Background: an optimization exercise with open tools, aiming at small area and a short achievable clock period. Do not read the settings as production practice. The RTL was checked by simulation tests, not by an equivalence proof against the original design.

Design hsv2rgb_pipe, start of the top module:
module hsv2rgb_pipe (
        input clk,
        input rst_n,
        input in_valid,
        input [7:0] h,
        input [7:0] s,
        input [7:0] v,
        output reg out_valid,
        output reg [7:0] r,
        output reg [7:0] g,
        output reg [7:0] b
    );
Settings: LEC_CHECK=0, ABC_AREA=1, CAP_MARGIN=20, CORE_MARGIN=2, CORE_UTILIZATION=40, CTS_BUF_LIST=sky130_fd_sc_hd__clkbuf_8, SLEW_MARGIN=20, SYNTH_HIERARCHICAL=1, SYNTH_MINIMUM_KEEP_SIZE=0; clock period 15.0 ns.
standard.sh (not shown) runs the stock make flow with config.mk's settings and CLKGATE_MAP_FILE= SYNTH_SCRIPT=/design/flow/synth_recipe.tcl, a recipe that flattens the netlist after the stock synthesis.
==> flow/flow/run.sh <==
#!/bin/bash
set -euo pipefail
export BUFFER_PORTS_ARGS="-buffer_cell sky130_fd_sc_hd__buf_1"
bash standard.sh SETUP_SLACK_MARGIN=10.95 finish > standard.log 2>&1
The first run passed the timing, design-rule and antenna checks.
Rerun with:
Settings changed: CTS_BUF_LIST sky130_fd_sc_hd__clkbuf_8 to not set.
Result: Synthesized area stays the same; cell area grows by 1.1%; count of clock-buffer cells in the layout does not change; hold slack is worse by 0.0039 ns; final cell count hardly moves.
Rerun with:
==> flow/flow/run.sh (replaced) <==
#!/bin/bash
set -euo pipefail
export BUFFER_PORTS_ARGS="-buffer_cell sky130_fd_sc_hd__buf_1"
bash standard.sh SETUP_SLACK_MARGIN=10.8 finish > standard.log 2>&1
Worst setup slack got worse by 0.096 ns.
Wire length hardly moves.
Via count hardly moves.
Clock skew is about the same.

========
Another version of the RTL of hsv2rgb_pipe (not shown whole).
Size in the first run: about 980 cells after synthesis, roughly 110 flip-flops, ~52 I/O pins, ~8300 µm² of cells after synthesis.
clock: 15.0 ns
lec_check: 0
abc_area: 1
cap_margin: 20
core_margin: 2
core_utilization: 40
place_density: 0.8
slew_margin: 20
synth_hierarchical: 1
synth_minimum_keep_size: 0
==> flow/flow/run.sh <==
#!/bin/bash
set -euo pipefail
export BUFFER_PORTS_ARGS="-buffer_cell sky130_fd_sc_hd__buf_1"
bash standard.sh SETUP_SLACK_MARGIN=10.95 finish > standard.log 2>&1
The starting point finished with timing, DRC and antenna clean.
Edit:
==> flow/flow/run.sh (replaced) <==
#!/bin/bash
set -euo pipefail
export BUFFER_PORTS_ARGS="-buffer_cell sky130_fd_sc_hd__buf_1"
bash standard.sh SETUP_SLACK_MARGIN=10.8 finish > standard.log 2>&1
Settings changed: ABC_AREA 1 to unset, PLACE_DENSITY 0.8 to unset.
Final cell count goes down by 12%.
Sequential share of layout area rises by 0.53 points.
Flip-flop and latch count stays the same.
Via count shrinks by 8.6%.
Edit:
==> flow/flow/run.sh (replaced) <==
#!/bin/bash
set -euo pipefail
export BUFFER_PORTS_ARGS="-buffer_cell sky130_fd_sc_hd__buf_1"
bash standard.sh SETUP_SLACK_MARGIN=10.7 finish > standard.log 2>&1
Result:
- global-route usage barely changes
- final cell count is about the same
- hold slack hardly moves
- routed wire length fell by about 0.3%
- via count fell by about 0.9%
Edit:
==> flow/flow/run.sh (replaced) <==
#!/bin/bash
set -euo pipefail
export BUFFER_PORTS_ARGS="-buffer_cell sky130_fd_sc_hd__buf_1"
bash standard.sh SETUP_SLACK_MARGIN=11.2 finish > standard.log 2>&1
=> Worst hold slack degrades by 22 ps; via count grows by about 5%; final area grows by 11%.

========
hsv2rgb_pipe, a different RTL version from the one above (not shown whole).
Size: about 780 cells after synthesis, roughly 110 flip-flops, roughly 52 I/O pins, ~0.0083 mm2 of cells after synthesis.
Settings: LEC_CHECK=0, CAP_MARGIN=20, CORE_MARGIN=2, CORE_UTILIZATION=40, CTS_BUF_LIST=sky130_fd_sc_hd__clkbuf_8, SLEW_MARGIN=20, SYNTH_HIERARCHICAL=1, SYNTH_MINIMUM_KEEP_SIZE=0; clock period 15.0 ns.
==> flow/flow/run.sh <==
#!/bin/bash
# The standard layout (standard.sh), with plain buffers on the ports
# instead of the delay buffers buffer_ports picks by default.
set -euo pipefail
export BUFFER_PORTS_ARGS="-buffer_cell sky130_fd_sc_hd__buf_1"
bash standard.sh SETUP_SLACK_MARGIN=10.9 finish > standard.log 2>&1
Change:
==> flow/flow/run.sh (replaced) <==
#!/bin/bash
# The standard layout (standard.sh), with plain buffers on the ports
# instead of the delay buffers buffer_ports picks by default.
set -euo pipefail
export BUFFER_PORTS_ARGS="-buffer_cell sky130_fd_sc_hd__buf_2"
bash standard.sh  finish > standard.log 2>&1
Result:
- maximum frequency went down by 7.6%
- sequential share of layout area is higher by 0.18 points
- final cell count falls by 1.7%
Change:
==> flow/flow/run.sh (replaced) <==
#!/bin/bash
# The standard layout (standard.sh), with plain buffers on the ports
# instead of the delay buffers buffer_ports picks by default.
set -euo pipefail
export BUFFER_PORTS_ARGS="-buffer_cell sky130_fd_sc_hd__buf_1"
bash standard.sh SETUP_SLACK_MARGIN=10.7 finish > standard.log 2>&1
Routed wire length is about the same.
Critical path depth does not change.
Cell area barely changes.
Global-route usage hardly moves.
Die area is unchanged.
Worst setup slack is better by 0.22 ns.
Non-clock buffer count stays the same.
Clock-buffer cell count stays the same.

========
## before
hsv2rgb_pipe with an RTL version that a note above also has.
For scale: ~820 cells after synthesis.
clock: 15.0 ns
lec_check: 0
cap_margin: 20
core_margin: 2
core_utilization: 40
slew_margin: 20
synth_hierarchical: 1
synth_minimum_keep_size: 0
==> flow/flow/run.sh <==
#!/bin/bash
set -euo pipefail
export BUFFER_PORTS_ARGS="-buffer_cell sky130_fd_sc_hd__buf_1"
bash standard.sh SETUP_SLACK_MARGIN=11.05 finish > standard.log 2>&1
before finished every stage and its layout cleared the timing, design-rule and antenna checks.
--- input diff before..after ---
--- a/flow/flow/run.sh
+++ b/flow/flow/run.sh
@@ -4 +4 @@
-bash standard.sh SETUP_SLACK_MARGIN=11.05 finish > standard.log 2>&1
+bash standard.sh SETUP_SLACK_MARGIN=10.95 finish > standard.log 2>&1
--- outcome ---
For the worst-case reg-to-reg path depth, after came in 1 lower than before did. Compared with before, in after met1 routed wirelength after detailed routing +1.9%, layout overhead on the synthesized area -1.2 points, fmax -0.85%, number of standard cells in the layout, taps in and fillers out -about 0.7%. [compare] base=before new=after: design area down 1.1%, clock tree skew after final layout flat.

## static timing again, ports no longer ideal
In the flow no input, the clock included, has a driving cell. The finished layouts below were timed again as built, in two steps. Step 1 (the two cells are an assumption about what drives the block):
set clk [get_ports {clk}]
set_driving_cell -lib_cell sky130_fd_sc_hd__clkbuf_16 $clk
set_driving_cell -lib_cell sky130_fd_sc_hd__buf_2 [delete_from_list [all_inputs] $clk]
Step 2 times the ports against the registers' clock, not the clock port: input delays grow and output delays shrink by t, the midpoint of the rising clock arrivals with the driver on. Slacks: no drivers / after step 1 / after step 2; pairs: no drivers / after step 1.
run	shift t [ns]	setup WS [ns]	worst register clock-pin slew, ns
the first run of note 1	0.416	11.112 / 11.074 / 11.185	0.10 / 0.10
the second run of note 1	0.389	11.159 / 11.118 / 11.200	0.07 / 0.07
the third run of note 1	0.390	11.063 / 11.063 / 11.063	0.07 / 0.07
the first run of note 2	0.396	11.145 / 11.111 / 11.145	0.08 / 0.08
the second run of note 2	0.400	10.957 / 10.957 / 10.957	0.08 / 0.08
the third run of note 2	0.401	10.903 / 10.903 / 10.903	0.08 / 0.08
the fourth run of note 2	0.392	11.159 / 11.115 / 11.160	0.08 / 0.08
the first run of note 3	0.413	10.968 / 10.968 / 10.968	0.11 / 0.11
the second run of note 3	0.415	10.635 / 10.635 / 10.635	0.11 / 0.11
the third run of note 3	0.409	10.859 / 10.859 / 10.859	0.11 / 0.11
before	0.399	11.135 / 11.091 / 11.169	0.08 / 0.08
after	0.400	11.102 / 11.083 / 11.102	0.08 / 0.08
After both steps setup and hold are still met in every run listed.
